Background: an optimization exercise with open tools, aiming at small area. Do not read the settings as production practice. Function was checked by simulation only, so behaviour that the tests miss may differ from the original. No activity file was given, so power comes from the tool's default toggle rates.

### design/flow/constraint.sdc
create_clock -name core_clock -period 5.0 [get_ports {clk}]
set_input_delay 1.0000 -clock core_clock [delete_from_list [all_inputs] [get_ports {clk}]]
set_output_delay 1.0000 -clock core_clock [all_outputs]
set_load 0.01 [all_outputs]
### design/flow/flow/run.sh
#!/bin/bash
# The standard ORFS layout with these changes:
#  - after the standard synthesis, the read-path NOR4 and OAI211 gates that
#    ABC mapped at drive strength 2 are set back to strength 1 (same
#    function; each drives a single gate input),
#  - ports are buffered with the smallest buffer,
#  - clock tree synthesis uses clkbuf_8 leaves and adds no dummy loads.
# The log of each standard.sh call is kept here; each ORFS step's full log
# stays under orfs/logs/.
set -euo pipefail
cd "$(dirname "$0")/.."
export BUFFER_PORTS_ARGS="-buffer_cell sky130_fd_sc_hd__buf_1"
export CTS_ARGS="-sink_clustering_enable -repair_clock_nets -dont_use_dummy_load -sink_clustering_size 18 -sink_clustering_max_diameter 100 -buf_list sky130_fd_sc_hd__clkbuf_8"
bash standard.sh synth > synth.log 2>&1
NET=orfs/results/sky130hd/Memory/base/1_2_yosys.v
cp "$NET" 1_2_yosys.standard.v
sed -i -e 's/sky130_fd_sc_hd__nor4_2 /sky130_fd_sc_hd__nor4_1 /' \
       -e 's/sky130_fd_sc_hd__o211ai_2 /sky130_fd_sc_hd__o211ai_1 /' "$NET"
rm -f orfs/results/sky130hd/Memory/base/1_synth.odb orfs/results/sky130hd/Memory/base/1_synth.sdc
bash standard.sh > layout.log 2>&1
### design/flow/design.v
module Memory #(parameter Depth = 4,
                parameter Data_width = 32)
               ( input  wire clk,
                 input  wire rst,
                 input  wire EN,
                 input  wire wr_en,
                 input  wire rd_en,
                 input  wire [  Depth    - 1 : 0] add,
                 input  wire [Data_width - 1 : 0] Data_in,
                 output reg  valid_out,
                 output wire [Data_width - 1 : 0] Data_out
               );
localparam W = Data_width;
wire do_wr = EN & rd_en & ~wr_en;
wire do_rd = EN & wr_en & ~rd_en;
reg          phase;
reg  [W-1:0] st [0:15];
reg  [15:0]  written;
reg  [W-1:0] dq;
always @(posedge clk or negedge rst)
    if (~rst) phase <= 1'b0;
    else      phase <= ~phase;
wire [W-1:0] col = Data_in ^ {W{phase}};
wire [15:0] nsel;
wire [W-1:0] pr [0:7];
wire [7:0]   pw;
genvar r;
generate
    for (r = 0; r < 16; r = r + 1) begin : row
        wire         we  = do_wr & (add == r);
        wire         nwe = ~we;
        wire [W-1:0] nx;
        assign nsel[r] = ~(~do_wr & (add == r));
        oai22 #(W) u_nx (.a1(st[r]), .a2({W{we}}), .b1(col), .b2({W{nwe}}), .y(nx));
        always @(posedge clk)
            st[r] <= nx;
        always @(posedge clk or negedge rst)
            if (~rst)    written[r] <= 1'b0;
            else if (we) written[r] <= 1'b1;
    end
    for (r = 0; r < 8; r = r + 1) begin : rp
        oai22 #(W) u_rd (.a1(st[2*r]),   .a2({W{nsel[2*r]}}),
                         .b1(st[2*r+1]), .b2({W{nsel[2*r+1]}}), .y(pr[r]));
        oai22 #(1) u_wr (.a1(written[2*r]),   .a2(nsel[2*r]),
                         .b1(written[2*r+1]), .b2(nsel[2*r+1]), .y(pw[r]));
    end
endgenerate
wire [W-1:0] n0, n1, dnx;
nor4v   #(W) u_n0 (.a(pr[0]), .b(pr[1]), .c(pr[2]), .d(pr[3]), .y(n0));
nor4v   #(W) u_n1 (.a(pr[4]), .b(pr[5]), .c(pr[6]), .d(pr[7]), .y(n1));
oai211v #(W) u_dq (.a1(dq), .a2({W{~do_wr}}), .b(n0), .c(n1), .y(dnx));
always @(posedge clk)
    dq <= dnx;
assign Data_out = dq ^ {W{phase}};
always @(posedge clk)
    if (~do_wr)
        valid_out <= do_rd & ~|pw;
endmodule
module oai22 #(parameter W = 1)
             (input wire [W-1:0] a1, a2, b1, b2, output wire [W-1:0] y);
assign y = ~((a1 | a2) & (b1 | b2));
endmodule
module nor4v #(parameter W = 1)
             (input wire [W-1:0] a, b, c, d, output wire [W-1:0] y);
assign y = ~(a | b | c | d);
endmodule
module oai211v #(parameter W = 1)
               (input wire [W-1:0] a1, a2, b, c, output wire [W-1:0] y);
assign y = ~((a1 | a2) & b & c);
endmodule
### design/flow/config.mk
export PLATFORM = sky130hd
export DESIGN_NAME = Memory
export DESIGN_NICKNAME = Memory
export VERILOG_FILES = /design/flow/design.v
export SDC_FILE = /design/flow/constraint.sdc
export NUM_CORES = 4
export LEC_CHECK = 0
export CAP_MARGIN = 0
export CORE_MARGIN = 2
export CORE_UTILIZATION = 62
export SLEW_MARGIN = 0
export SYNTH_HIERARCHICAL = 1
export SYNTH_MINIMUM_KEEP_SIZE = 0
### design/flow/standard.sh
#!/bin/bash
# synth_recipe.tcl (not shown) runs the flow's synth.tcl, then flattens the netlist and writes it again
# the make line also repeats each setting of config.mk as NAME=value (left out here)
make -C /OpenROAD-flow-scripts/flow DESIGN_CONFIG=/design/flow/config.mk WORK_HOME=/design/flow/orfs CLKGATE_MAP_FILE= SYNTH_SCRIPT=/design/flow/synth_recipe.tcl "${@:-finish}"
==> results of run 1 <==
-- cell type report --
class / instances / area, um^2
Sequential cell: 562 / 11300
Fill cell: 2278 / 8790
Multi-Input combinational cell: 1013 / 6660
Timing Repair Buffer: 146 / 910
Tap cell: 384 / 480
Clock buffer: 37 / 509
Inverter: 2 / 7.51
-- where the power goes --
| part | switching, mW | total (mW) | internal (mW) |
|---|---|---|---|
| clock | 1.33 | 2.00 | 0.671 |
| combinational | 0.536 | 1.07 | 0.537 |
| sequential | 0.463 | 5.76 | 5.30 |
| total | 2.33 | 8.84 | 6.51 |
-- per-layer routing --
| layer | global-route usage [%] | vias to the layer above | wire [um] | share of wire, % |
|---|---|---|---|---|
| met2 | 59.7 | 1077 | 27200 | 44 |
| met1 | 54.8 | 8092 | 25400 | 41 |
| li1 | - | 7023 | - | - |
| met3 | 8.14 | 202 | 6520 | 11 |
| met5 | 0 | - | 0 | 0 |
| met4 | 17.9 | 0 | 2840 | 4.6 |
-- flip-flops by register name, indices dropped and copies added (netlist names) --
| signal | count |
|---|---|
| st | 512 |
| written | 16 |
| valid_out | 1 |
| phase | 1 |
| dq | 32 |
-- cell usage in the layout, fill, tap and decap left out, types with 2 or more instances in the layout --
cell and count:
o22ai_1 776, dfxtp_1 544, buf_1 73, buf_4 66, nor4_1 65, xor2_1 63, clkbuf_8 37, o211ai_1 32
nand3_2 21, and3_1 17, a31o_2 16, dfrtp_1 16, nand3_1 11, buf_12 7, nor2b_1 4, nor2_2 2
and2_1 2
-- critical path, delay by kind of cell (launching register included) --
kind / cells / cell delay (ns)
DFF: 1 / 0.98
xor gates and xnor gates: 1 / 0.21
buffers and inverters: 2 / 0.65
-- stage by stage --
stage          cells  hold slack (ns)
4_1_cts         2144            0.452
5_1_grt         2144            0.458
6_report        2144            0.451
3_3_place_gp    2107            0.430
2_1_floorplan   1605            0.422
3_5_place_dp    2107            0.438
-- how the worst max path moves through the flow --
stage          startpoint           end  cells past startpoint
6_report            phase   Data_out[0]                      3
5_1_grt             phase  Data_out[13]                      3
4_1_cts             phase  Data_out[11]                      3
2_1_floorplan       rd_en     valid_out                      8
3_3_place_gp        wr_en     valid_out                      8
3_5_place_dp        rd_en     valid_out                      8
==> impl_metrics.yaml, run 1 <==
placed_design:
  port_buffers: 73
  place_hpwl_um: 35500
  gp_congestion: 0.859
  place_ws_ns: 1.27
  post_dp_cell_area_mm2: 0.0194
worst_setup_path:
  cp.arrival_ns: 2.44
  slowest_stage: "dfrtp_4"
  cp_data_required_time_ns: 4.00
  crit_path_end_kind: "output pin"
  timing.rr.end: "st[1][17]"
  crit_chain: "buf_4 > xor2_1 > buf_1"
  critical_path_peak_fanout: 45
  reg2reg_from: "phase"
  r2r_slack_ns: 2.05
  crit_type: "flop to output pin"
  max_stage_delay_ns: 0.98
  reg2reg_depth: 3
  startpoint_type: "flop"
hold_path:
  hp-start: "st[1][16]"
  hold_path_depth: 1
  min_path_type: "flop to flop"
  min_to: "st[1][16]"
sta:
  finalCritPeriodShare_pct: 68.8
  max_freq_mhz: 291
  hold_violations: 0
  fin_setup_tns_ns: 0
  fin_crit_ns: 3.44
  setup_violations: 0
  slew_headroom_pct: 6.67
  rsz0062_at_grt: "false"
  slew_viol_final: 0
  clock_skew_ns: 0.0636
  setup_slack_ns: 1.56
  worstMarginPinSlew_ns: 1.40
floorplan:
  start_util_pct: 63.1
  pin_count: 74
  die_h_um: 175
  core_area_mm2: 0.0287
  rows: 62
  dieArea_mm2: 0.0306
  die_w_um: 175
clock_tree:
  htree_levels: 2
  clock-root-buffer: "clkbuf_8"
  numCtsBuffers: 37
  post_cts_buffers: 0
  clock-sinks: 562
  cts_tree: "built"
  clockBufferDepth: 3
  clk_latency_ns: 0.59
  holdBufCountCts: 0
  clkTransAtPathRegs_ns: 0.10
  cts_resized: 0
flow_run:
  cap_violations: 0
route:
  drtIter0Drc: 2199
  vias: 16400
  finalWirelength_um: 62000
  drc: 0
  wl_per_cell_um: 28.9
  drt_pass1_iterations: 5
  final_antenna_net_count: 0
  vias_per_cell: 7.65
synth:
  ys_warn_count: 9
  synthCells: 1605
  avgSynthCellArea_um2: 11.3
  syn-num-nets: 1646
  syn_area_mm2: 0.0181
grt:
  antenna_found_initial: 0
  grt_pass1_vias: 15600
  grt_pass1_wl_um: 93000
  grtUsageTotal_pct: 39.4
  grt_max_degree: 49
  overflow: 0
pwr:
  ir_drop_mv: 0.308
  p_per_area_mw_per_mm2: 444
  p_leak_nw: 7.27
  total_power_mw: 8.84
final_layout:
  final_util_pct: 69.4
  final_area_mm2: 0.0199
  fin_nets: 1803
  syn_to_final_growth_pct: 10.0
  drive_above_1_share_pct: 8.64
  antenna_cells: 0
outcome:
  status: "complete, no violations"
==> inputs of run 2 (changes only) <==
--- a/design/flow/config.mk
+++ b/design/flow/config.mk
@@ -7,7 +7,8 @@
 export LEC_CHECK = 0
 export CAP_MARGIN = 0
 export CORE_MARGIN = 2
-export CORE_UTILIZATION = 62
+export CORE_UTILIZATION = 50
+export PLACE_DENSITY = 0.8
 export SLEW_MARGIN = 0
 export SYNTH_HIERARCHICAL = 1
 export SYNTH_MINIMUM_KEEP_SIZE = 0
==> impl_metrics.yaml, run 2 <==
pwr:
  power_frac_comb_pct: 12.1
  p_sw_mw: 2.37
  ir_drop_mv: 0.203
  switching_share_pct: 26.7
  p_per_area_mw_per_mm2: 446
  pwr-share-clk_pct: 22.5
  total_power_mw: 8.87
  power_frac_seq_pct: 65.3
  p_leak_nw: 7.27
  power.internal_mw: 6.51
route:
  drt_pass1_iterations: 6
  vias: 16700
  final_antenna_net_count: 0
  drc: 0
  wl_per_cell_um: 27.4
  drtIter0Drc: 2172
  vias_per_cell: 7.51
  finalWirelength_um: 61100
worst_setup_path:
  crit_type: "flop to output pin"
  cp.buffers_inverters: 2
  startpoint_type: "flop"
  crit_chain: "buf_4 > xor2_1 > buf_1"
  reg2reg_depth: 3
  r2r_slack_ns: 2.08
  path_delay_family: "flip-flops"
  startpoint: "phase"
  timing.rr.end: "st[1][17]"
  reg2reg_from: "phase"
  crit_path_end_kind: "output pin"
  cp_data_required_time_ns: 4.00
  slowest_stage: "dfrtp_4"
  max_stage_delay_ns: 1.00
  critical_path_peak_fanout: 44
  cp.arrival_ns: 2.44
sta:
  setup_violations: 0
  finalCritPeriodShare_pct: 68.8
  fin_crit_ns: 3.44
  rsz0062_at_grt: "false"
  fin_setup_tns_ns: 0
  hold_slack_ns: 0.447
  slew_headroom_pct: 7.17
  slew_viol_final: 0
  hold_violations: 0
  worstMarginPinSlew_ns: 1.39
  max_freq_mhz: 291
  clock_skew_ns: 0.0707
hold_path:
  min_to: "st[5][31]"
  hp-start: "st[5][31]"
  hold_path_depth: 1
  min_path_type: "flop to flop"
grt:
  grt_max_degree: 49
  grtUsageTotal_pct: 30.8
  antenna_found_initial: 0
  grt_pass1_wl_um: 92800
  overflow: 0
  grt_pass1_vias: 16200
final_layout:
  fin_cells: 2231
  antenna_cells: 0
  top_regs: "st x512, dq x32, written x16"
  largest_reg_flops: 512
  fillers: 2981
  syn_to_final_growth_pct: 10.0
  final_cell_mix: "o22ai_1 (776), dfxtp_1 (544), buf_4 (82), buf_1 (73), nor4_1 (65)"
  top_register: "st"
  final_util_pct: 56.0
  fin_nets: 1813
  drive_above_1_share_pct: 8.02
  final_common_cell: "o22ai_1"
floorplan:
  start_util_pct: 50.9
  pin_count: 74
  dieArea_mm2: 0.0377
  die_w_um: 194
  core_area_mm2: 0.0356
  die_h_um: 194
  rows: 69
clock_tree:
  clk_latency_ns: 0.58
  holdBufCountCts: 0
  post_cts_buffers: 0
  clkTransAtPathRegs_ns: 0.11
  numCtsBuffers: 37
  cts_tree: "built"
  cts_resized: 0
  clock-root-buffer: "clkbuf_8"
  clock-sinks: 562
  clockBufferDepth: 3
  htree_levels: 2
placed_design:
  dpl.cell_count: 2192
  gp_congestion: 0.868
  port_buffers: 73
  place_hpwl_um: 36500
synth:
  syn_area_mm2: 0.0181
  avgSynthCellArea_um2: 11.3
  ys_warn_count: 9
  synthCells: 1605
  syn-num-nets: 1646
flow_run:
  cap_violations: 0
outcome:
  status: "complete, no violations"
## run 2: how the worst max path moves through the flow
stage	endpoint	cells after the start
after CTS	Data_out[15]	3
final	Data_out[15]	3
after global placement	dq[29]	9
after global routing	Data_out[23]	3
after floorplan	valid_out	8
after detailed placement	dq[29]	9
## run 2: area by class of cell
cell class / instances / area (um^2) / area share (%)
clock buffer: 37 / 509 / 2.56
inverter: 2 / 7.51 / 0.0377
multi-input combinational: 1013 / 6560 / 32.9
sequential: 562 / 11300 / 57.0
tap: 461 / 577 / 2.90
timing repair buffer: 156 / 910 / 4.57
## run 2: power groups by stage
stage	clock, mW	sequential, mW	combinational, mW
2_1_floorplan	0	5.71	0.775
5_1_grt	2.14	5.86	1.15
3_5_place_dp	0	5.86	1.05
3_3_place_gp	0	5.82	0.989
4_1_cts	1.99	5.76	1.05
6_report	2.00	5.80	1.08
## run 2: layer usage
metal / vias up / share of wire (%) / routed length, um / track usage, %
li1: 7033 / - / - / -
met5: - / 0 / 0 / 0
met3: 308 / 9.9 / 6040 / 5.34
met2: 1272 / 46 / 28100 / 49.5
met4: 0 / 6.6 / 4010 / 19.3
met1: 8132 / 37 / 22900 / 38.7
## run 2: through the flow
stage | worst slack, ns | area (um^2)
6_report | 1.56 | 19900
5_1_grt | 1.44 | 19900
4_1_cts | 1.61 | 19900
3_5_place_dp | 1.44 | 19400
3_3_place_gp | 1.43 | 19400
2_1_floorplan | 1.85 | 18100
==> inputs of run 3 (changes only) <==
--- a/design/flow/config.mk
+++ b/design/flow/config.mk
@@ -8,7 +8,6 @@
 export CAP_MARGIN = 0
 export CORE_MARGIN = 2
 export CORE_UTILIZATION = 50
-export PLACE_DENSITY = 0.8
 export SLEW_MARGIN = 0
 export SYNTH_HIERARCHICAL = 1
 export SYNTH_MINIMUM_KEEP_SIZE = 0
==> impl_metrics.yaml, run 3 <==
outcome:
  status: "complete, no violations"
clock_tree:
  cts_tree: "built"
  cts_resized: 0
  clk_latency_ns: 0.56
  clock-sinks: 562
  numCtsBuffers: 37
  post_cts_buffers: 0
  htree_levels: 2
  clock-root-buffer: "clkbuf_8"
  holdBufCountCts: 0
  clockBufferDepth: 3
  clkTransAtPathRegs_ns: 0.10
sta:
  slew_headroom_pct: 8.59
  fin_setup_tns_ns: 0
  fin_crit_ns: 3.48
  clock_skew_ns: 0.0558
  worstMarginPinSlew_ns: 1.37
  hold_violations: 0
  setup_slack_ns: 1.52
  finalCritPeriodShare_pct: 69.6
  slew_viol_final: 0
  rsz0062_at_grt: "false"
  setup_violations: 0
  max_freq_mhz: 287
grt:
  grtUsageTotal_pct: 33.1
  grt_max_degree: 53
  grt_pass1_wl_um: 96200
  grt_pass1_vias: 15600
  overflow: 0
  antenna_found_initial: 0
route:
  finalWirelength_um: 65100
  final_antenna_net_count: 0
  wl_per_cell_um: 29.1
  vias_per_cell: 7.18
  drc: 0
  vias: 16000
  drtIter0Drc: 1643
  drt_pass1_iterations: 5
worst_setup_path:
  path_delay_family: "flip-flops"
  cp.arrival_ns: 2.48
  reg2reg_depth: 3
  r2r_slack_ns: 2.19
  critical_path_peak_fanout: 52
  crit_path_end_kind: "output pin"
  startpoint_type: "flop"
  max_stage_delay_ns: 1.04
  cp_data_required_time_ns: 4.00
  timing.rr.end: "st[4][0]"
  reg2reg_from: "phase"
  slowest_stage: "dfrtp_4"
  crit_chain: "buf_4 > xor2_1 > buf_1"
  crit_type: "flop to output pin"
  cp.buffers_inverters: 2
hold_path:
  hold_path_depth: 1
  hp-start: "st[3][21]"
  min_to: "st[3][21]"
  min_path_type: "flop to flop"
final_layout:
  fillers: 3217
  fin_cells: 2234
  final_util_pct: 56.2
  drive_above_1_share_pct: 8.74
  top_register: "st"
  antenna_cells: 0
  final_cell_mix: "o22ai_1 (776), dfxtp_1 (544), buf_4 (85), buf_1 (73), nor4_1 (65)"
  top_regs: "st x512, dq x32, written x16"
  fin_nets: 1816
  final_common_cell: "o22ai_1"
  largest_reg_flops: 512
  syn_to_final_growth_pct: 10.4
  final_area_mm2: 0.0200
placed_design:
  place_ws_ns: 1.30
  gp_congestion: 0.792
  post_dp_cell_area_mm2: 0.0195
  port_buffers: 73
  dpl.cell_count: 2197
  place_hpwl_um: 37000
pwr:
  p_per_area_mw_per_mm2: 444
  p_leak_nw: 7.29
  ir_drop_mv: 0.296
synth:
  syn_area_mm2: 0.0181
  ys_warn_count: 9
  avgSynthCellArea_um2: 11.3
  synthCells: 1605
  syn-num-nets: 1646
floorplan:
  die_h_um: 194
  pin_count: 74
  start_util_pct: 50.9
  die_w_um: 194
  core_area_mm2: 0.0356
  rows: 69
  dieArea_mm2: 0.0377
flow_run:
  cap_violations: 0
-- run 3: layer usage --
metal	track usage (%)	vias to the layer above	part of all wire, %
li1	-	7043	-
met1	43.1	8016	41
met2	54.8	837	47
met3	5.71	151	8.2
met4	13.2	2	3.7
met5	1.15	-	0.088
-- run 3: worst register-to-register path, stage by stage, from the launching register on --
cell     delay (ns)
dfrtp_4        1.04
buf_4          0.45
xor2_1         0.98
o22ai_1        0.20
-- run 3: through the flow --
step	hold WS, ns	total power, mW
floorplan	0.422	6.49
global placement	0.430	6.84
detailed placement	0.438	6.90
CTS	0.450	8.84
global route	0.463	9.20
finish	0.448	8.87
-- run 3: layout make-up --
| cell class | count | area, um^2 | share of cell area, % |
|---|---|---|---|
| inverter | 2 | 7.51 | 0.0376 |
| clock buffer | 37 | 509 | 2.55 |
| timing repair buffer | 159 | 932 | 4.67 |
| multi-input combinational | 1013 | 6610 | 33.1 |
| tap | 461 | 577 | 2.89 |
| sequential | 562 | 11300 | 56.8 |
-- run 3: worst max path at each step --
| stage | depth (start not counted) | end | startpoint | slack [ns] |
|---|---|---|---|---|
| 2_1_floorplan | 8 | valid_out | rd_en | 1.85 |
| 3_3_place_gp | 8 | dq[28] | wr_en | 1.29 |
| 3_5_place_dp | 7 | dq[17] | add[3] | 1.30 |
| 4_1_cts | 3 | Data_out[9] | phase | 1.54 |
| 5_1_grt | 3 | Data_out[21] | phase | 1.46 |
| 6_report | 3 | Data_out[9] | phase | 1.52 |
-- run 3: power breakdown --
group,internal [mW],switching (mW)
Sequential,5.30,0.475
Combinational,0.539,0.532
Clock,0.672,1.36
==> inputs of run 4 (changes only) <==
--- a/design/flow/config.mk
+++ b/design/flow/config.mk
@@ -8,6 +8,8 @@
 export CAP_MARGIN = 0
 export CORE_MARGIN = 2
 export CORE_UTILIZATION = 50
+export GPL_ROUTABILITY_DRIVEN = 0
+export PLACE_DENSITY = 0.7
 export SLEW_MARGIN = 0
 export SYNTH_HIERARCHICAL = 1
 export SYNTH_MINIMUM_KEEP_SIZE = 0
==> impl_metrics.yaml, run 4 <==
flow_run:
  cap_violations: 0
worst_setup_path:
  crit_path_end_kind: "output pin"
  max_stage_delay_ns: 0.80
  startpoint_type: "flop"
  cp.arrival_ns: 2.33
  crit_chain: "buf_4 > xor2_1 > buf_1"
  slowest_stage: "dfrtp_4"
  cp.buffers_inverters: 2
  cp_data_required_time_ns: 4.00
  critical_path_peak_fanout: 27
  crit_type: "flop to output pin"
  reg2reg_from: "phase"
  path_delay_family: "flip-flops"
  startpoint: "phase"
placed_design:
  place_hpwl_um: 34900
  port_buffers: 73
  dpl.cell_count: 2187
  place_ws_ns: 1.56
  post_dp_cell_area_mm2: 0.0194
final_layout:
  fillers: 3073
  syn_to_final_growth_pct: 10.0
  antenna_cells: 0
  final_area_mm2: 0.0199
  largest_reg_flops: 512
  drive_above_1_share_pct: 7.99
  final_util_pct: 56.0
  fin_cells: 2225
  top_register: "st"
  top_regs: "st x512, dq x32, written x16"
  fin_nets: 1807
  final_common_cell: "o22ai_1"
  final_cell_mix: "o22ai_1 (776), dfxtp_1 (544), buf_4 (74), buf_1 (73), nor4_1 (65)"
floorplan:
  start_util_pct: 50.9
  pin_count: 74
  die_w_um: 194
  core_area_mm2: 0.0356
  die_h_um: 194
  rows: 69
  dieArea_mm2: 0.0377
pwr:
  switching_share_pct: 26.5
  p_per_area_mw_per_mm2: 444
  power_frac_comb_pct: 12.1
  pwr-share-clk_pct: 22.7
  power_frac_seq_pct: 65.2
  power.internal_mw: 6.51
  p_sw_mw: 2.34
  total_power_mw: 8.85
  p_leak_nw: 7.25
  ir_drop_mv: 0.303
route:
  vias_per_cell: 7.34
  vias: 16300
  drc: 0
  finalWirelength_um: 61500
  final_antenna_net_count: 0
  wl_per_cell_um: 27.6
  drt_pass1_iterations: 5
  drtIter0Drc: 2076
grt:
  grtUsageTotal_pct: 31.1
  grt_pass1_vias: 15500
  antenna_found_initial: 0
  overflow: 0
  grt_max_degree: 49
  grt_pass1_wl_um: 92500
clock_tree:
  holdBufCountCts: 0
  cts_tree: "built"
  numCtsBuffers: 37
  clk_latency_ns: 0.60
  clock-root-buffer: "clkbuf_8"
  clock-sinks: 562
  clockBufferDepth: 3
  htree_levels: 2
  post_cts_buffers: 0
  cts_resized: 0
  clkTransAtPathRegs_ns: 0.11
sta:
  setup_violations: 0
  setup_slack_ns: 1.67
  rsz0062_at_grt: "false"
  fin_crit_ns: 3.33
  hold_violations: 0
  worstMarginPinSlew_ns: 1.37
  fin_setup_tns_ns: 0
  slew_viol_final: 0
  hold_slack_ns: 0.443
  clock_skew_ns: 0.0908
  finalCritPeriodShare_pct: 66.6
  slew_headroom_pct: 8.58
  max_freq_mhz: 300
outcome:
  status: "complete, no violations"
synth:
  synthCells: 1605
  avgSynthCellArea_um2: 11.3
  syn_area_mm2: 0.0181
  ys_warn_count: 9
  syn-num-nets: 1646
hold_path:
  hp-start: "st[6][28]"
  min_path_type: "flop to flop"
==> run 4: path summary, 6_finish.rpt <==
check,endpoint,slack [ns],cells past startpoint
max,Data_out[19],1.67,3
min,st[6][28],0.44,1
max reg2reg,st[14][14],2.35,3
min reg2reg,st[6][28],0.44,1
max in group asynchronous,phase,3.76,1
min in group asynchronous,phase,0.55,1
==> run 4: cell type report <==
class	instances	area, um^2	area share (%)
clock buffer	37	509	2.56
inverter	2	7.51	0.0377
multi-input combinational	1013	6580	33.0
sequential	562	11300	57.0
tap	461	577	2.90
timing repair buffer	150	890	4.47
==> run 4: metal layers <==
| layer | vias up | routed length [um] | global-route usage, % |
|---|---|---|---|
| li1 | 7024 | - | - |
| met1 | 8085 | 24700 | 42.4 |
| met2 | 1044 | 27900 | 48.5 |
| met3 | 172 | 6200 | 5.04 |
| met4 | 0 | 2610 | 14.6 |
| met5 | - | 0 | 0 |
==> run 4: power by group through the flow <==
stage                     Clock, mW  Combinational, mW  Sequential, mW
after floorplan                   0              0.775            5.71
after global placement            0              0.995            5.82
after detailed placement          0               1.05            5.84
after CTS                      2.01               1.05            5.75
after global routing           2.16               1.16            5.84
final                          2.01               1.07            5.77
==> inputs of run 5 (changes only) <==
--- a/design/flow/design.v
+++ b/design/flow/design.v
@@ -34,9 +34,11 @@
         oai22 #(W) u_nx (.a1(st[r]), .a2({W{we}}), .b1(col), .b2({W{nwe}}), .y(nx));
         always @(posedge clk)
             st[r] <= nx;
+        wire         wnx;
+        or2v #(1) u_wn (.a(written[r]), .b(we), .y(wnx));
         always @(posedge clk or negedge rst)
-            if (~rst)    written[r] <= 1'b0;
-            else if (we) written[r] <= 1'b1;
+            if (~rst) written[r] <= 1'b0;
+            else      written[r] <= wnx;
     end
     for (r = 0; r < 8; r = r + 1) begin : rp
         oai22 #(W) u_rd (.a1(st[2*r]),   .a2({W{nsel[2*r]}}),
@@ -60,6 +62,10 @@
              (input wire [W-1:0] a1, a2, b1, b2, output wire [W-1:0] y);
 assign y = ~((a1 | a2) & (b1 | b2));
 endmodule
+module or2v #(parameter W = 1)
+            (input wire [W-1:0] a, b, output wire [W-1:0] y);
+assign y = a | b;
+endmodule
 module nor4v #(parameter W = 1)
              (input wire [W-1:0] a, b, c, d, output wire [W-1:0] y);
 assign y = ~(a | b | c | d);
--- a/design/flow/config.mk
+++ b/design/flow/config.mk
@@ -8,8 +8,7 @@
 export CAP_MARGIN = 0
 export CORE_MARGIN = 2
 export CORE_UTILIZATION = 50
-export GPL_ROUTABILITY_DRIVEN = 0
-export PLACE_DENSITY = 0.7
+export PLACE_DENSITY = 0.8
 export SLEW_MARGIN = 0
 export SYNTH_HIERARCHICAL = 1
 export SYNTH_MINIMUM_KEEP_SIZE = 0
==> impl_metrics.yaml, run 5 <==
grt:
  grtUsageTotal_pct: 29.5
  overflow: 0
  antenna_found_initial: 0
  grt_pass1_wl_um: 89100
  grt_pass1_vias: 15600
  grt_max_degree: 56
floorplan:
  pin_count: 74
  core_area_mm2: 0.0356
  die_w_um: 194
  die_h_um: 194
  start_util_pct: 50.7
  rows: 69
  dieArea_mm2: 0.0376
sta:
  setup_violations: 0
  rsz0062_at_grt: "false"
  clock_skew_ns: 0.0398
  fin_setup_tns_ns: 0
  hold_violations: 0
  finalCritPeriodShare_pct: 70.6
  slew_headroom_pct: 9.79
  fin_crit_ns: 3.53
  hold_slack_ns: 0.449
  slew_viol_final: 0
  max_freq_mhz: 283
  worstMarginPinSlew_ns: 1.35
final_layout:
  top_register: "st"
  multi_input_area_mm2: 0.00656
  antenna_cells: 0
  final_cell_mix: "o22ai_1 (776), dfxtp_1 (544), buf_1 (73), buf_4 (68), nor4_1 (65)"
  drive_above_1_share_pct: 6.89
  largest_reg_flops: 512
  regArea_mm2: 0.0113
  fin_nets: 1800
  final_area_mm2: 0.0198
  final_common_cell: "o22ai_1"
  fillers: 3033
  top_regs: "st x512, dq x32, written x16"
  syn_to_final_growth_pct: 10.0
route:
  final_antenna_net_count: 0
  drc: 0
  wl_per_cell_um: 26.3
  finalWirelength_um: 58400
  drt_pass1_iterations: 6
  vias_per_cell: 7.34
  vias: 16300
  drtIter0Drc: 2344
synth:
  syn-num-nets: 1638
  avgSynthCellArea_um2: 11.3
  syn_area_mm2: 0.0180
  synthCells: 1597
  ys_warn_count: 9
clock_tree:
  clockBufferDepth: 3
  cts_tree: "built"
  post_cts_buffers: 0
  clkTransAtPathRegs_ns: 0.10
  clock-sinks: 562
  cts_resized: 0
  clock-root-buffer: "clkbuf_8"
  holdBufCountCts: 0
  numCtsBuffers: 37
  htree_levels: 2
  clk_latency_ns: 0.59
pwr:
  p_per_area_mw_per_mm2: 444
  ir_drop_mv: 0.360
  p_leak_nw: 7.23
worst_setup_path:
  crit_top_cell: "buf_4"
  crit_chain: "buf_1 > and3b_1 > buf_4 > inv_4 > nand3_2 > buf_4 > o22ai_1 > nor4_1 > o211ai_1"
  critical_path_peak_fanout: 49
  startpoint_type: "input pin"
  cp.arrival_ns: 3.95
  slowest_stage: "nor4_1"
  crit_path_end_kind: "flop"
  max_stage_delay_ns: 0.72
  cp_data_required_time_ns: 5.41
  crit_type: "input pin to flop"
placed_design:
  place_hpwl_um: 35300
  port_buffers: 73
  post_dp_cell_area_mm2: 0.0193
  gp_congestion: 0.881
hold_path:
  min_path_type: "flop to flop"
outcome:
  status: "complete, no violations"
flow_run:
  cap_violations: 0
[run 5: changes by cell type in the layout (fill, tap and decap cells not counted), sizes merged]
cell	change
buf	-7
a31o	-16
or2	+16
[run 5: metrics by stage]
stage	power [mW]	worst slack, ns	instances	utilization [%]
CTS	8.75	1.57	2216	55.7
floorplan	6.47	1.95	1597	-
global placement	6.76	1.11	2179	54.2
finish	8.81	1.47	2218	55.7
detailed placement	6.86	1.03	2179	54.2
global route	9.12	1.44	2218	55.7
[run 5: path summary, 6_finish.rpt]
path	from	endpoint	slack [ns]	depth (start not counted)
max reg2reg	phase	st[11][14]	2.14	3
max	wr_en	dq[20]	1.47	9
min in group asynchronous	rst	written[8]	0.54	1
min reg2reg	st[0][27]	st[0][27]	0.45	1
max in group asynchronous	rst	phase	3.76	1
min	st[0][27]	st[0][27]	0.45	1
[run 5: worst max-delay path, delay by kind of cell]
| family | cells | cell delay [ns] |
|---|---|---|
| simple gates | 3 | 1.60 |
| buf+inv | 4 | 1.04 |
| compound gates | 2 | 0.29 |
[run 5: where the power goes]
part	switching [mW]	internal [mW]	total [mW]	leakage, nW
Sequential	0.471	5.30	5.77	4.98
Clock	1.33	0.671	2.00	0.266
Combinational	0.517	0.524	1.04	1.99
Total	2.31	6.50	8.81	7.23
[run 5: routing by layer]
metal  track usage (%)  up-vias  routed length [um]
li1                  -     6970                   -
met4              12.9        2                2080
met3              5.71      189                6680
met1              40.2     7929               23200
met2              45.9     1199               26400
met5             0.894        -                  54
[run 5: cell type report]
class                   count  share of cell area, %
repair buffers            143                   4.12
well taps                 461                   2.91
inverters                   2                 0.0505
multi-input cells        1013                   33.1
flip-flops and latches    562                   57.3
clock buffers              37                   2.57
==> inputs of run 6 (changes only) <==
--- a/design/flow/config.mk
+++ b/design/flow/config.mk
@@ -8,7 +8,7 @@
 export CAP_MARGIN = 0
 export CORE_MARGIN = 2
 export CORE_UTILIZATION = 50
-export PLACE_DENSITY = 0.8
+export PLACE_DENSITY = 0.9
 export SLEW_MARGIN = 0
 export SYNTH_HIERARCHICAL = 1
 export SYNTH_MINIMUM_KEEP_SIZE = 0
==> impl_metrics.yaml, run 6 <==
outcome:
  status: "complete, no violations"
worst_setup_path:
  slowest_stage: "dfrtp_4"
  startpoint_type: "flop"
  crit_chain: "buf_4 > xor2_1 > buf_1"
  crit_path_end_kind: "output pin"
  max_stage_delay_ns: 1.09
  cp_data_required_time_ns: 4.00
  crit_type: "flop to output pin"
  critical_path_peak_fanout: 55
  cp.arrival_ns: 2.36
pwr:
  p_per_area_mw_per_mm2: 448
  total_power_mw: 8.83
  p_leak_nw: 7.19
  ir_drop_mv: 0.244
route:
  vias_per_cell: 7.57
  wl_per_cell_um: 26.9
  vias: 16800
  drt_pass1_iterations: 6
  final_antenna_net_count: 0
  finalWirelength_um: 59500
  drtIter0Drc: 2825
  drc: 0
floorplan:
  rows: 69
  dieArea_mm2: 0.0376
  core_area_mm2: 0.0356
  pin_count: 74
  start_util_pct: 50.7
  die_h_um: 194
  die_w_um: 194
clock_tree:
  post_cts_buffers: 0
  htree_levels: 2
  cts_tree: "built"
  clkTransAtPathRegs_ns: 0.10
  clockBufferDepth: 3
  clk_latency_ns: 0.57
  holdBufCountCts: 0
  clock-root-buffer: "clkbuf_8"
  cts_resized: 0
  numCtsBuffers: 37
  clock-sinks: 562
sta:
  max_freq_mhz: 298
  clock_skew_ns: 0.0592
  slew_headroom_pct: 9.32
  rsz0062_at_grt: "false"
  worstMarginPinSlew_ns: 1.36
  fin_crit_ns: 3.36
  setup_violations: 0
  hold_violations: 0
  fin_setup_tns_ns: 0
  finalCritPeriodShare_pct: 67.2
  slew_viol_final: 0
final_layout:
  final_cell_mix: "o22ai_1 (776), dfxtp_1 (544), buf_1 (73), nor4_1 (65)"
  top_regs: "st x512, dq x32, written x16"
  final_common_cell: "o22ai_1"
  syn_to_final_growth_pct: 9.38
  multi_input_area_mm2: 0.00651
  regArea_mm2: 0.0113
  drive_above_1_share_pct: 6.00
  fin_nets: 1794
  top_register: "st"
  fillers: 2943
  antenna_cells: 0
  largest_reg_flops: 512
synth:
  avgSynthCellArea_um2: 11.3
  syn-num-nets: 1638
  ys_warn_count: 9
  synthCells: 1597
  syn_area_mm2: 0.0180
placed_design:
  port_buffers: 73
  place_hpwl_um: 33900
  gp_congestion: 0.894
grt:
  overflow: 0
  grt_pass1_vias: 16400
  grt_max_degree: 56
  antenna_found_initial: 0
  grt_pass1_wl_um: 91000
  grtUsageTotal_pct: 30.2
flow_run:
  cap_violations: 0
hold_path:
  min_path_type: "flop to flop"
## run 6: final cells by class
type                    instances  area share (%)
clock buffers                  37            2.58
inverters                       2          0.0508
multi-input cells            1013            33.0
flip-flops and latches        562            57.6
well taps                     461            2.93
repair buffers                137            3.83
## run 6: power breakdown
group	total, mW	switching, mW	internal (mW)	leakage, nW
registers	5.80	0.496	5.30	4.98
logic	1.05	0.528	0.521	1.95
clock network	1.98	1.31	0.671	0.266
total	8.83	2.34	6.49	7.19
## run 6: worst paths after layout
check | cells past startpoint | startpoint | end | slack [ns]
max | 3 | phase | Data_out[30] | 1.64
min | 1 | st[6][26] | st[6][26] | 0.44
max reg2reg | 3 | phase | st[10][30] | 2.02
min reg2reg | 1 | st[6][26] | st[6][26] | 0.44
max in group asynchronous | 1 | rst | phase | 3.62
min in group asynchronous | 1 | rst | written[0] | 0.59
## run 6: through the flow
step | cell area, um^2 | setup slack (ns) | util (%) | hold slack, ns | instances
5_1_grt | 19700 | 1.47 | 55.4 | 0.460 | 2212
4_1_cts | 19700 | 1.57 | 55.4 | 0.443 | 2211
6_report | 19700 | 1.64 | 55.4 | 0.444 | 2212
3_3_place_gp | 19200 | 1.33 | 54.0 | 0.429 | 2174
3_5_place_dp | 19200 | 1.27 | 54.0 | 0.438 | 2174
2_1_floorplan | 18000 | 1.95 | - | 0.422 | 1597
## run 6: worst max-delay path, delay by kind of cell, from the launching register on
kind / cells / cell delay, ns
DFF: 1 / 1.09
xor gates and xnor gates: 1 / 0.16
buffers and inverters: 2 / 0.51
## run 6: layer usage
| metal | vias to the layer above | global-route usage, % | share of wire (%) |
|---|---|---|---|
| li1 | 6961 | - | - |
| met1 | 7924 | 38.2 | 36 |
| met2 | 1550 | 46.8 | 44 |
| met3 | 316 | 7.18 | 13 |
| met4 | 0 | 18.5 | 6.2 |
| met5 | - | 0 | 0 |
==> inputs of run 7 (changes only) <==
--- a/design/flow/config.mk
+++ b/design/flow/config.mk
@@ -7,7 +7,7 @@
 export LEC_CHECK = 0
 export CAP_MARGIN = 0
 export CORE_MARGIN = 2
-export CORE_UTILIZATION = 50
+export CORE_UTILIZATION = 56
 export PLACE_DENSITY = 0.9
 export SLEW_MARGIN = 0
 export SYNTH_HIERARCHICAL = 1
==> impl_metrics.yaml, run 7 <==
outcome:
  status: "complete, but fails checks"
  so.violations: "max-capacitance violations, max-slew violations"
synth:
  avgSynthCellArea_um2: 11.3
  ys_warn_count: 9
  synthCells: 1597
  syn_area_mm2: 0.0180
  syn-num-nets: 1638
sta:
  setup_violations: 0
  worstMarginPinSlew_ns: 1.54
  slew_viol_final: 17
  rsz0062_at_grt: "false"
  max_freq_mhz: 293
  fin_crit_ns: 3.41
  finalCritPeriodShare_pct: 68.2
  slew_headroom_pct: -2.80
  fin_setup_tns_ns: 0
  setup_slack_ns: 1.59
  hold_violations: 0
  clock_skew_ns: 0.0594
final_layout:
  drive_above_1_share_pct: 6.10
  final_cell_mix: "o22ai_1 (776), dfxtp_1 (544), buf_1 (73), buf_4 (68), nor4_1 (65)"
  top_regs: "st x512, dq x32, written x16"
  antenna_cells: 0
  final_util_pct: 62.1
  final_common_cell: "o22ai_1"
  top_register: "st"
  syn_to_final_growth_pct: 9.08
  fin_nets: 1798
  largest_reg_flops: 512
floorplan:
  dieArea_mm2: 0.0336
  core_area_mm2: 0.0316
  die_h_um: 183
  start_util_pct: 57.0
  rows: 65
  die_w_um: 183
  pin_count: 74
worst_setup_path:
  cp_data_required_time_ns: 4.00
  cp.arrival_ns: 2.41
  timing.rr.end: "st[13][13]"
  r2r_slack_ns: 2.06
  crit_path_end_kind: "output pin"
  startpoint_type: "flop"
  critical_path_peak_fanout: 56
  reg2reg_from: "phase"
  reg2reg_depth: 3
  crit_type: "flop to output pin"
clock_tree:
  clock-root-buffer: "clkbuf_8"
  cts_tree: "built"
  htree_levels: 2
  cts_resized: 0
  clock-sinks: 562
  post_cts_buffers: 0
  clkTransAtPathRegs_ns: 0.11
  holdBufCountCts: 0
  clk_latency_ns: 0.59
  numCtsBuffers: 37
  clockBufferDepth: 3
route:
  drt_pass1_iterations: 6
  wl_per_cell_um: 28.8
  vias: 17000
  final_antenna_net_count: 0
  finalWirelength_um: 62100
  drc: 0
  drtIter0Drc: 3021
  vias_per_cell: 7.90
pwr:
  total_power_mw: 8.86
  ir_drop_mv: 0.228
  pwr-share-clk_pct: 22.5
  p_per_area_mw_per_mm2: 451
  p_leak_nw: 7.21
  power_frac_comb_pct: 11.9
  p_sw_mw: 2.36
  power_frac_seq_pct: 65.6
  switching_share_pct: 26.7
  power.internal_mw: 6.49
hold_path:
  hold_path_depth: 1
  min_path_type: "flop to flop"
  hp-start: "st[0][19]"
  min_to: "st[0][19]"
flow_run:
  cap_violations: 1
grt:
  antenna_found_initial: 1
  grt_pass1_vias: 16600
  grtUsageTotal_pct: 35.4
  grt_max_degree: 57
  grt_pass1_wl_um: 92800
  overflow: 0
placed_design:
  gp_congestion: 0.929
  place_ws_ns: 1.39
  place_hpwl_um: 34400
  port_buffers: 73
-- run 7: changes by cell type in the layout (fill, tap and decap cells not counted) --
cell	change
buf_4	+4
nand3_1	+2
nand3_2	-2
-- run 7: metal layers --
layer | part of all wire [%] | vias up | wire length, um | GRT usage [%]
met4 | 6.5 | 2 | 4010 | 22.7
met2 | 44 | 1686 | 27300 | 54.9
li1 | - | 6982 | - | -
met5 | 0.029 | - | 18 | 0
met3 | 14 | 406 | 8880 | 10.3
met1 | 35 | 7958 | 21900 | 43.2
-- run 7: worst max path at each step --
stage	from	slack [ns]	to
global placement	rd_en	1.46	valid_out
floorplan	rd_en	1.95	valid_out
global route	phase	1.48	Data_out[16]
finish	phase	1.59	Data_out[16]
CTS	phase	1.53	Data_out[16]
detailed placement	rd_en	1.39	dq[24]
-- run 7: area by class of cell --
| class | instances | area, um^2 |
|---|---|---|
| tap | 402 | 503 |
| clock buffer | 37 | 509 |
| sequential | 562 | 11300 |
| fill | 2440 | 12000 |
| multi-input combinational | 1013 | 6500 |
| timing repair buffer | 141 | 785 |
| inverter | 2 | 10.0 |
-- run 7: power groups by stage --
stage          logic, mW  clock network [mW]  registers (mW)
6_report            1.05                1.99            5.81
3_5_place_dp        1.02                   0            5.86
4_1_cts             1.02                1.97            5.77
2_1_floorplan      0.758                   0            5.71
3_3_place_gp       0.949                   0            5.81
5_1_grt             1.13                2.13            5.86
-- run 7: critical path, stage by stage (launching register included) --
cell and delay (ns):
dfrtp_4 1.11, buf_4 0.35, xor2_1 0.19, buf_1 0.17
-- run 7: through the flow --
step                      hold slack (ns)  std cells  instance area, um^2
after floorplan                     0.422       1597                18000
after detailed placement            0.438       2120                19100
after global placement              0.430       2120                19100
after CTS                           0.452       2157                19700
final                               0.451       2157                19700
after global routing                0.462       2157                19700
==> inputs of run 8 (changes only) <==
--- a/design/flow/flow/run.sh
+++ b/design/flow/flow/run.sh
@@ -10,7 +10,7 @@
 set -euo pipefail
 cd "$(dirname "$0")/.."
 export BUFFER_PORTS_ARGS="-buffer_cell sky130_fd_sc_hd__buf_1"
-export CTS_ARGS="-sink_clustering_enable -repair_clock_nets -dont_use_dummy_load -sink_clustering_size 18 -sink_clustering_max_diameter 100 -buf_list sky130_fd_sc_hd__clkbuf_8"
+export CTS_ARGS="-sink_clustering_enable -repair_clock_nets -dont_use_dummy_load -sink_clustering_size 20 -sink_clustering_max_diameter 60 -buf_list sky130_fd_sc_hd__clkbuf_8"
 bash standard.sh synth > synth.log 2>&1
 NET=orfs/results/sky130hd/Memory/base/1_2_yosys.v
 cp "$NET" 1_2_yosys.standard.v
--- a/design/flow/config.mk
+++ b/design/flow/config.mk
@@ -7,8 +7,8 @@
 export LEC_CHECK = 0
 export CAP_MARGIN = 0
 export CORE_MARGIN = 2
-export CORE_UTILIZATION = 56
-export PLACE_DENSITY = 0.9
+export CORE_UTILIZATION = 50
+export PLACE_DENSITY = 0.95
 export SLEW_MARGIN = 0
 export SYNTH_HIERARCHICAL = 1
 export SYNTH_MINIMUM_KEEP_SIZE = 0
==> impl_metrics.yaml, run 8 <==
sta:
  fin_setup_tns_ns: 0
  finalCritPeriodShare_pct: 71.9
  slew_viol_final: 17
  max_freq_mhz: 278
  fin_crit_ns: 3.59
  slew_headroom_pct: -0.596
  worstMarginPinSlew_ns: 1.50
  hold_slack_ns: 0.448
  rsz0062_at_grt: "false"
  hold_violations: 0
  setup_violations: 0
  clock_skew_ns: 0.0634
final_layout:
  fin_nets: 1809
  final_cell_mix: "o22ai_1 (776), dfxtp_1 (544), buf_4 (81), buf_1 (73), nor4_1 (65)"
  antenna_cells: 0
  fillers: 2893
  final_common_cell: "o22ai_1"
  top_register: "st"
  top_regs: "st x512, dq x32, written x16"
  drive_above_1_share_pct: 6.74
  syn_to_final_growth_pct: 9.92
  largest_reg_flops: 512
placed_design:
  gp_congestion: 0.894
  place_hpwl_um: 36400
  port_buffers: 73
worst_setup_path:
  slowest_stage: "nor4_1"
  cp.arrival_ns: 4.06
  startpoint_type: "input pin"
  path_delay_family: "simple AND/OR/NAND/NOR gates"
  cp.buffers_inverters: 4
  crit_top_cell: "buf_4"
  crit_path_end_kind: "flop"
  crit_type: "input pin to flop"
  cp_data_required_time_ns: 5.46
  crit_chain: "buf_1 > and3b_1 > buf_4 > inv_4 > nand3_1 > buf_4 > o22ai_1 > nor4_1 > o211ai_1"
  max_stage_delay_ns: 0.78
  critical_path_peak_fanout: 49
pwr:
  pwr-share-clk_pct: 22.1
  switching_share_pct: 26.9
  ir_drop_mv: 0.191
  p_sw_mw: 2.38
  power.internal_mw: 6.46
  p_per_area_mw_per_mm2: 447
  p_leak_nw: 7.26
  power_frac_comb_pct: 12.1
  power_frac_seq_pct: 65.8
grt:
  grt_max_degree: 57
  overflow: 0
  grt_pass1_vias: 17000
  antenna_found_initial: 0
  grtUsageTotal_pct: 31.2
  grt_pass1_wl_um: 93800
clock_tree:
  cts_resized: 0
  cts_tree: "built"
  holdBufCountCts: 0
  numCtsBuffers: 35
  post_cts_buffers: 0
  htree_levels: 2
  clockBufferDepth: 3
  clock-sinks: 562
  clock-root-buffer: "clkbuf_8"
  clkTransAtPathRegs_ns: 0.12
  clk_latency_ns: 0.61
flow_run:
  cap_violations: 1
synth:
  syn_area_mm2: 0.0180
  synthCells: 1597
  ys_warn_count: 9
  avgSynthCellArea_um2: 11.3
  syn-num-nets: 1638
outcome:
  so.violations: "max-capacitance violations, max-slew violations"
  status: "complete, but fails checks"
route:
  vias_per_cell: 7.74
  finalWirelength_um: 61500
  wl_per_cell_um: 27.6
  vias: 17200
  drtIter0Drc: 3251
  drt_pass1_iterations: 6
  drc: 0
  final_antenna_net_count: 0
floorplan:
  dieArea_mm2: 0.0376
  start_util_pct: 50.7
  core_area_mm2: 0.0356
  die_w_um: 194
  die_h_um: 194
  rows: 69
  pin_count: 74
hold_path:
  min_path_type: "flop to flop"
[run 8: power groups by stage]
stage / combinational, mW / sequential, mW / clock [mW]
CTS: 1.04 / 5.78 / 1.92
finish: 1.07 / 5.82 / 1.95
global placement: 0.959 / 5.81 / 0
detailed placement: 1.03 / 5.87 / 0
floorplan: 0.758 / 5.71 / 0
global route: 1.15 / 5.87 / 2.10
[run 8: path summary, 6_finish.rpt]
check	to	start	slack, ns	depth (start not counted)
max	dq[23]	wr_en	1.41	9
min	st[7][25]	st[7][25]	0.45	1
max reg2reg	st[12][14]	phase	2.10	3
min reg2reg	st[7][25]	st[7][25]	0.45	1
max in group asynchronous	phase	rst	3.76	1
min in group asynchronous	written[11]	rst	0.54	1
[run 8: stage by stage]
| step | total power, mW | util, % | instances | setup WS, ns | cell area [um^2] |
|---|---|---|---|---|---|
| floorplan | 6.47 | - | 1597 | 1.95 | 18000 |
| global placement | 6.77 | 54.3 | 2192 | 1.17 | 19300 |
| detailed placement | 6.90 | 54.3 | 2192 | 1.09 | 19300 |
| CTS | 8.74 | 55.7 | 2227 | 1.56 | 19800 |
| global route | 9.12 | 55.7 | 2227 | 1.35 | 19800 |
| finish | 8.85 | 55.7 | 2227 | 1.41 | 19800 |
[run 8: metal layers]
metal | wire (um) | GRT usage (%)
met1 | 21100 | 38.2
met2 | 26700 | 47.6
met3 | 8960 | 8.80
met4 | 4750 | 21.7
met5 | 0 | 0
[run 8: worst register-to-register path, cell delays in order, from the launching register on]
cell	delay (ns)
dfrtp_4	1.05
buf_4	0.44
xor2_1	1.05
o22ai_1	0.19
[run 8: cell type report]
| class | count | area [um^2] | area share [%] |
|---|---|---|---|
| timing repair buffer | 154 | 882 | 4.45 |
| tap | 461 | 577 | 2.91 |
| sequential | 562 | 11300 | 57.3 |
| clock buffer | 35 | 482 | 2.43 |
| inverter | 2 | 10.0 | 0.0505 |
| multi-input combinational | 1013 | 6500 | 32.8 |
==> inputs of run 9 (changes only) <==
--- a/design/flow/flow/run.sh
+++ b/design/flow/flow/run.sh
@@ -10,7 +10,7 @@
 set -euo pipefail
 cd "$(dirname "$0")/.."
 export BUFFER_PORTS_ARGS="-buffer_cell sky130_fd_sc_hd__buf_1"
-export CTS_ARGS="-sink_clustering_enable -repair_clock_nets -dont_use_dummy_load -sink_clustering_size 20 -sink_clustering_max_diameter 60 -buf_list sky130_fd_sc_hd__clkbuf_8"
+export CTS_ARGS="-sink_clustering_enable -repair_clock_nets -dont_use_dummy_load -sink_clustering_size 11 -sink_clustering_max_diameter 50 -buf_list sky130_fd_sc_hd__clkbuf_4"
 bash standard.sh synth > synth.log 2>&1
 NET=orfs/results/sky130hd/Memory/base/1_2_yosys.v
 cp "$NET" 1_2_yosys.standard.v
--- a/design/flow/config.mk
+++ b/design/flow/config.mk
@@ -8,7 +8,7 @@
 export CAP_MARGIN = 0
 export CORE_MARGIN = 2
 export CORE_UTILIZATION = 50
-export PLACE_DENSITY = 0.95
+export PLACE_DENSITY = 0.9
 export SLEW_MARGIN = 0
 export SYNTH_HIERARCHICAL = 1
 export SYNTH_MINIMUM_KEEP_SIZE = 0
==> impl_metrics.yaml, run 9 <==
sta:
  slew_headroom_pct: 7.69
  slew_viol_final: 0
  worstMarginPinSlew_ns: 1.38
  fin_crit_ns: 3.53
  max_freq_mhz: 283
  fin_setup_tns_ns: 0
  clock_skew_ns: 0.0848
  setup_slack_ns: 1.47
  rsz0062_at_grt: "false"
  hold_slack_ns: 0.402
  setup_violations: 0
  hold_violations: 0
  finalCritPeriodShare_pct: 70.7
worst_setup_path:
  cp_data_required_time_ns: 4.00
  critical_path_peak_fanout: 55
  crit_path_end_kind: "output pin"
  crit_type: "flop to output pin"
  startpoint_type: "flop"
  crit_chain: "buf_4 > xor2_1 > buf_1"
  cp.arrival_ns: 2.53
  max_stage_delay_ns: 1.08
  slowest_stage: "dfrtp_4"
pwr:
  pwr-share-clk_pct: 21.3
  ir_drop_mv: 0.195
  p_leak_nw: 7.19
  p_sw_mw: 2.35
  power_frac_seq_pct: 66.6
  power_frac_comb_pct: 12.1
  power.internal_mw: 6.34
  switching_share_pct: 27.0
  p_per_area_mw_per_mm2: 443
outcome:
  status: "complete, no violations"
final_layout:
  top_regs: "st x512, dq x32, written x16"
  fin_cells: 2233
  top_register: "st"
  drive_above_1_share_pct: 7.06
  syn_to_final_growth_pct: 8.94
  final_cell_mix: "o22ai_1 (776), dfxtp_1 (544), buf_1 (73), nor4_1 (65)"
  fin_nets: 1814
  final_common_cell: "o22ai_1"
  largest_reg_flops: 512
clock_tree:
  numCtsBuffers: 57
  clockBufferDepth: 3
  clk_latency_ns: 0.77
  clock-root-buffer: "clkbuf_4"
  holdBufCountCts: 0
  post_cts_buffers: 0
  cts_resized: 0
  cts_tree: "built"
  clock-sinks: 562
  clkTransAtPathRegs_ns: 0.12
  htree_levels: 2
route:
  finalWirelength_um: 59700
  final_antenna_net_count: 0
  wl_per_cell_um: 26.7
  highest_layer: "met4"
  dr_wl_met3_um: 7600
  vias: 16800
  drc: 0
  vias_per_cell: 7.53
  drtIter0Drc: 2621
  drt_pass1_iterations: 6
  wl_met2_um: 26500
  wl_met1_um: 21900
hold_path:
  min_path_type: "input pin to asynchronous set/reset pin"
floorplan:
  pin_count: 74
  die_w_um: 194
  core_area_mm2: 0.0356
  rows: 69
  die_h_um: 194
  dieArea_mm2: 0.0376
  start_util_pct: 50.7
flow_run:
  cap_violations: 0
grt:
  grtUsageTotal_pct: 30.1
  grt_max_degree: 56
  grt_pass1_wl_um: 90900
  overflow: 0
  antenna_found_initial: 1
  grt_pass1_vias: 16500
synth:
  synthCells: 1597
  syn_area_mm2: 0.0180
  avgSynthCellArea_um2: 11.3
  syn-num-nets: 1638
  ys_warn_count: 9
placed_design:
  port_buffers: 73
  dpl.cell_count: 2174
  place_ws_ns: 1.27
  place_hpwl_um: 33900
  gp_congestion: 0.894
run 9: cell type report:
type                    instances  area (um^2)
diodes                          1         2.50
inverters                       2         10.0
repair buffers                137          754
fillers                      2971        15900
well taps                     461          577
multi-input cells            1013         6510
clock buffers                  57          428
flip-flops and latches        562        11300
run 9: power groups by stage:
stage,Combinational [mW],Sequential (mW),Clock (mW)
2_1_floorplan,0.758,5.71,0
3_3_place_gp,0.946,5.81,0
3_5_place_dp,1.02,5.86,0
4_1_cts,1.02,5.76,1.84
5_1_grt,1.12,5.86,2.02
6_report,1.05,5.79,1.85
run 9: layer usage:
layer,vias up,global-route usage [%]
met2,1560,47.1
met5,-,0
li1,7030,-
met3,326,7.50
met4,0,18.3
met1,7890,37.7
run 9: final timing paths:
kind                            start            to  slack (ns)  depth (start not counted)
max                             phase  Data_out[30]        1.47                          3
min in group core_clock    st[12][14]    st[12][14]        0.45                          1
max reg2reg                     phase    st[14][30]        2.06                          3
min                               rst    written[7]        0.40                          1
min reg2reg                st[12][14]    st[12][14]        0.45                          1
max in group asynchronous         rst         phase        3.83                          1
run 9: metrics by stage:
stage / power, mW / util, % / area [um^2]
2_1_floorplan: 6.47 / - / 18000
3_3_place_gp: 6.75 / 54.0 / 19200
3_5_place_dp: 6.87 / 54.0 / 19200
4_1_cts: 8.62 / 55.2 / 19600
5_1_grt: 9.00 / 55.2 / 19600
6_report: 8.69 / 55.2 / 19600
run 9: worst max-delay path, delay by kind of cell, from the launching register on:
family	cells	cell delay [ns]
DFF	1	1.08
buffers and inverters	2	0.51
xor gates and xnor gates	1	0.16
==> inputs of run 10 (changes only) <==
--- a/design/flow/flow/run.sh
+++ b/design/flow/flow/run.sh
@@ -4,7 +4,8 @@
 #    ABC mapped at drive strength 2 are set back to strength 1 (same
 #    function; each drives a single gate input),
 #  - ports are buffered with the smallest buffer,
-#  - clock tree synthesis uses clkbuf_8 leaves and adds no dummy loads.
+#  - clock tree synthesis uses clkbuf_4 buffers in clusters of up to 11
+#    flip-flops and adds no dummy loads.
 # The log of each standard.sh call is kept here; each ORFS step's full log
 # stays under orfs/logs/.
 set -euo pipefail
--- a/design/flow/config.mk
+++ b/design/flow/config.mk
@@ -8,6 +8,7 @@
 export CAP_MARGIN = 0
 export CORE_MARGIN = 2
 export CORE_UTILIZATION = 50
+export GPL_ROUTABILITY_DRIVEN = 0
 export PLACE_DENSITY = 0.9
 export SLEW_MARGIN = 0
 export SYNTH_HIERARCHICAL = 1
==> impl_metrics.yaml, run 10 <==
synth:
  ys_warn_count: 9
  synthCells: 1597
  syn_area_mm2: 0.0180
  avgSynthCellArea_um2: 11.3
  syn-num-nets: 1638
grt:
  overflow: 0
  grt_pass1_vias: 16500
  grt_max_degree: 56
  antenna_found_initial: 1
  grt_pass1_wl_um: 90900
  grtUsageTotal_pct: 30.1
worst_setup_path:
  cp_data_required_time_ns: 4.00
  startpoint_type: "flop"
  cp.arrival_ns: 2.53
  crit_path_end_kind: "output pin"
  critical_path_peak_fanout: 55
  crit_type: "flop to output pin"
clock_tree:
  clockBufferDepth: 3
  clock-sinks: 562
  cts_tree: "built"
  post_cts_buffers: 0
  clk_latency_ns: 0.77
  numCtsBuffers: 57
  clock-root-buffer: "clkbuf_4"
  htree_levels: 2
  cts_resized: 0
  holdBufCountCts: 0
  clkTransAtPathRegs_ns: 0.12
sta:
  finalCritPeriodShare_pct: 70.7
  slew_headroom_pct: 7.69
  hold_slack_ns: 0.402
  worstMarginPinSlew_ns: 1.38
  setup_violations: 0
  fin_setup_tns_ns: 0
  fin_crit_ns: 3.53
  slew_viol_final: 0
  clock_skew_ns: 0.0848
  hold_violations: 0
  rsz0062_at_grt: "false"
  max_freq_mhz: 283
final_layout:
  syn_to_final_growth_pct: 8.94
  fillers: 2971
  multi_input_area_mm2: 0.00651
  top_regs: "st x512, dq x32, written x16"
  regArea_mm2: 0.0113
  largest_reg_flops: 512
  drive_above_1_share_pct: 7.06
  fin_nets: 1814
  top_register: "st"
  final_common_cell: "o22ai_1"
  final_cell_mix: "o22ai_1 (776), dfxtp_1 (544), buf_1 (73), nor4_1 (65)"
placed_design:
  place_hpwl_um: 33900
  port_buffers: 73
route:
  vias: 16800
  final_antenna_net_count: 0
  wl_per_cell_um: 26.7
  drc: 0
  finalWirelength_um: 59700
  vias_per_cell: 7.53
  drtIter0Drc: 2621
  drt_pass1_iterations: 6
floorplan:
  rows: 69
  start_util_pct: 50.7
  dieArea_mm2: 0.0376
  die_w_um: 194
  core_area_mm2: 0.0356
  pin_count: 74
  die_h_um: 194
pwr:
  p_leak_nw: 7.19
  ir_drop_mv: 0.195
  p_per_area_mw_per_mm2: 443
flow_run:
  cap_violations: 0
hold_path:
  min_path_type: "input pin to asynchronous set/reset pin"
outcome:
  status: "complete, no violations"
-- run 10: critical path, cell delays in order, from the launching register on --
cell and delay [ns]:
dfrtp_4 1.08, buf_4 0.35, xor2_1 0.16, buf_1 0.16
-- run 10: final cells by class --
cell class	instances	share of cell area, %
diodes	1	0.0127
clock buffers	57	2.18
inverters	2	0.0510
multi-input cells	1013	33.2
flip-flops and latches	562	57.8
well taps	461	2.94
repair buffers	137	3.84
-- run 10: power breakdown --
part	internal [mW]	total, mW	switching (mW)
clock	0.522	1.85	1.33
sequential	5.30	5.79	0.494
combinational	0.521	1.05	0.528
total	6.34	8.69	2.35
-- run 10: per-stage QoR --
step           total power, mW  utilization, %  cells  cell area, um^2  worst slack [ns]
2_1_floorplan             6.47               -   1597            18000              1.95
3_3_place_gp              6.75            54.0   2174            19200              1.33
3_5_place_dp              6.87            54.0   2174            19200              1.27
4_1_cts                   8.62            55.2   2231            19600              1.36
5_1_grt                   9.00            55.2   2233            19600              1.29
6_report                  8.69            55.2   2233            19600              1.47
-- run 10: per-layer routing --
layer | vias to the layer above | share of wire, % | GRT usage, %
met5 | - | 0 | 0
met4 | 0 | 6.3 | 18.3
met3 | 326 | 13 | 7.50
met2 | 1560 | 44 | 47.1
met1 | 7890 | 37 | 37.7
li1 | 7030 | - | -
-- run 10: final timing paths --
| check | from | to | slack (ns) | cells past startpoint |
|---|---|---|---|---|
| min in group core_clock | st[12][14] | st[12][14] | 0.45 | 1 |
| hold / removal | rst | written[7] | 0.40 | 1 |
| max in group asynchronous | rst | phase | 3.83 | 1 |
| setup / recovery | phase | Data_out[30] | 1.47 | 3 |
| hold reg to reg | st[12][14] | st[12][14] | 0.45 | 1 |
| setup reg to reg | phase | st[14][30] | 2.06 | 3 |
==> inputs of run 11 (changes only) <==
--- a/design/flow/config.mk
+++ b/design/flow/config.mk
@@ -8,7 +8,6 @@
 export CAP_MARGIN = 0
 export CORE_MARGIN = 2
 export CORE_UTILIZATION = 50
-export GPL_ROUTABILITY_DRIVEN = 0
 export PLACE_DENSITY = 0.9
 export SLEW_MARGIN = 0
 export SYNTH_HIERARCHICAL = 1
==> impl_metrics.yaml, run 11 <==
clock_tree:
  htree_levels: 2
  clock-root-buffer: "clkbuf_4"
  clockBufferDepth: 3
  clock-sinks: 562
  holdBufCountCts: 0
  numCtsBuffers: 57
  clk_latency_ns: 0.77
  cts_resized: 0
  post_cts_buffers: 0
  cts_tree: "built"
  clkTransAtPathRegs_ns: 0.12
sta:
  slew_viol_final: 0
  setup_slack_ns: 1.47
  fin_crit_ns: 3.53
  worstMarginPinSlew_ns: 1.38
  max_freq_mhz: 283
  finalCritPeriodShare_pct: 70.7
  slew_headroom_pct: 7.69
  fin_setup_tns_ns: 0
  hold_violations: 0
  rsz0062_at_grt: "false"
  clock_skew_ns: 0.0848
  setup_violations: 0
  hold_slack_ns: 0.402
route:
  drt_pass1_iterations: 6
  wl_per_cell_um: 26.7
  vias: 16800
  drtIter0Drc: 2621
  vias_per_cell: 7.53
  final_antenna_net_count: 0
  drc: 0
  finalWirelength_um: 59700
floorplan:
  die_h_um: 194
  dieArea_mm2: 0.0376
  start_util_pct: 50.7
  pin_count: 74
  core_area_mm2: 0.0356
  rows: 69
  die_w_um: 194
hold_path:
  min_path_type: "input pin to asynchronous set/reset pin"
synth:
  syn-num-nets: 1638
  avgSynthCellArea_um2: 11.3
  synthCells: 1597
  syn_area_mm2: 0.0180
  ys_warn_count: 9
pwr:
  ir_drop_mv: 0.195
  p_per_area_mw_per_mm2: 443
  p_leak_nw: 7.19
worst_setup_path:
  timing.rr.end: "st[14][30]"
  reg2reg_depth: 3
  slowest_stage: "dfrtp_4"
  max_stage_delay_ns: 1.08
  reg2reg_from: "phase"
  crit_path_end_kind: "output pin"
  crit_chain: "buf_4 > xor2_1 > buf_1"
  r2r_slack_ns: 2.06
  startpoint_type: "flop"
  cp_data_required_time_ns: 4.00
  cp.arrival_ns: 2.53
  critical_path_peak_fanout: 55
  crit_type: "flop to output pin"
final_layout:
  final_common_cell: "o22ai_1"
  top_register: "st"
  final_util_pct: 55.2
  fin_nets: 1814
  top_regs: "st x512, dq x32, written x16"
  syn_to_final_growth_pct: 8.94
  drive_above_1_share_pct: 7.06
  final_cell_mix: "o22ai_1 (776), dfxtp_1 (544), buf_1 (73), nor4_1 (65)"
  largest_reg_flops: 512
grt:
  grtUsageTotal_pct: 30.1
  grt_pass1_wl_um: 90900
  antenna_found_initial: 1
  grt_pass1_vias: 16500
  grt_max_degree: 56
  overflow: 0
placed_design:
  gp_congestion: 0.894
  place_hpwl_um: 33900
  port_buffers: 73
  place_ws_ns: 1.27
outcome:
  status: "complete, no violations"
flow_run:
  cap_violations: 0
-- run 11: cell counts in the layout (fill, tap and decap cells not counted) --
No cell type changed its count.
-- run 11: worst max path at each step --
stage	from	to	cells past startpoint
after floorplan	rd_en	valid_out	8
after global placement	rd_en	valid_out	8
after detailed placement	rd_en	valid_out	8
after CTS	phase	Data_out[30]	3
after global routing	phase	Data_out[30]	3
final	phase	Data_out[30]	3
-- run 11: layout make-up --
class / instances / area [um^2]
Fill cell: 2971 / 15900
Timing Repair Buffer: 137 / 754
Inverter: 2 / 10.0
Antenna cell: 1 / 2.50
Multi-Input combinational cell: 1013 / 6510
Tap cell: 461 / 577
Clock buffer: 57 / 428
Sequential cell: 562 / 11300
-- run 11: worst max-delay path: cells and delay by family (launching register included) --
kind | cells | cell delay (ns)
DFF | 1 | 1.08
xor gates and xnor gates | 1 | 0.16
buffers and inverters | 2 | 0.51
-- run 11: stage by stage --
| step | power (mW) | std cells | area [um^2] |
|---|---|---|---|
| floorplan | 6.47 | 1597 | 18000 |
| global placement | 6.75 | 2174 | 19200 |
| detailed placement | 6.87 | 2174 | 19200 |
| CTS | 8.62 | 2231 | 19600 |
| global route | 9.00 | 2233 | 19600 |
| finish | 8.69 | 2233 | 19600 |
-- run 11: routing by layer --
metal	wire length [um]	vias to the layer above	global-route usage, %
li1	-	7030	-
met1	21900	7890	37.7
met2	26500	1560	47.1
met3	7600	326	7.50
met4	3780	0	18.3
met5	0	-	0
-- run 11: power by group --
group | internal [mW] | switching, mW | total, mW
Sequential | 5.30 | 0.494 | 5.79
Combinational | 0.521 | 0.528 | 1.05
Clock | 0.522 | 1.33 | 1.85
Total | 6.34 | 2.35 | 8.69

re-timing with driven ports:
Ports are ideal in the flow. The routed layouts listed here were re-timed in OpenROAD. Step 1: set_driving_cell puts a clkbuf_16 on clk and a buf_2 on each other input, an assumption about the parent block. Step 2 also shifts input and output timing later by t, the mid clock arrival at the registers, as if the neighbouring blocks saw the same clock. Three values: no drivers, after step 1, after step 2; two values: the first two.
run	t (ns)	setup slack, ns	worst hold slack (ns)	worst setup path after step 2
run 1	0.613	1.561 / 1.511 / 1.256	0.451 / 0.451 / 0.451	input to register
run 2	0.600	1.562 / 1.513 / 1.304	0.447 / 0.447 / 0.447	input to register
run 3	0.600	1.520 / 1.470 / 1.186	0.448 / 0.448 / 0.448	input to register
run 4	0.602	1.669 / 1.618 / 1.512	0.443 / 0.443 / 0.443	input to register
run 5	0.621	1.468 / 1.493 / 0.872	0.449 / 0.449 / 0.449	input to register
run 6	0.593	1.639 / 1.594 / 1.090	0.444 / 0.444 / 0.444	input to register
run 7	0.609	1.590 / 1.541 / 1.155	0.451 / 0.451 / 0.451	input to register
run 8	0.617	1.405 / 1.430 / 0.813	0.448 / 0.448 / 0.448	input to register
run 9	0.776	1.465 / 1.419 / 1.154	0.402 / 0.383 / 0.451	input to register
run 10	0.776	1.465 / 1.419 / 1.154	0.402 / 0.383 / 0.451	input to register
run 11	0.776	1.465 / 1.419 / 1.154	0.402 / 0.383 / 0.451	input to register
The setup slack of run 5, which loses most, moves by +0.025 ns with the drivers and by -0.596 ns with both steps.
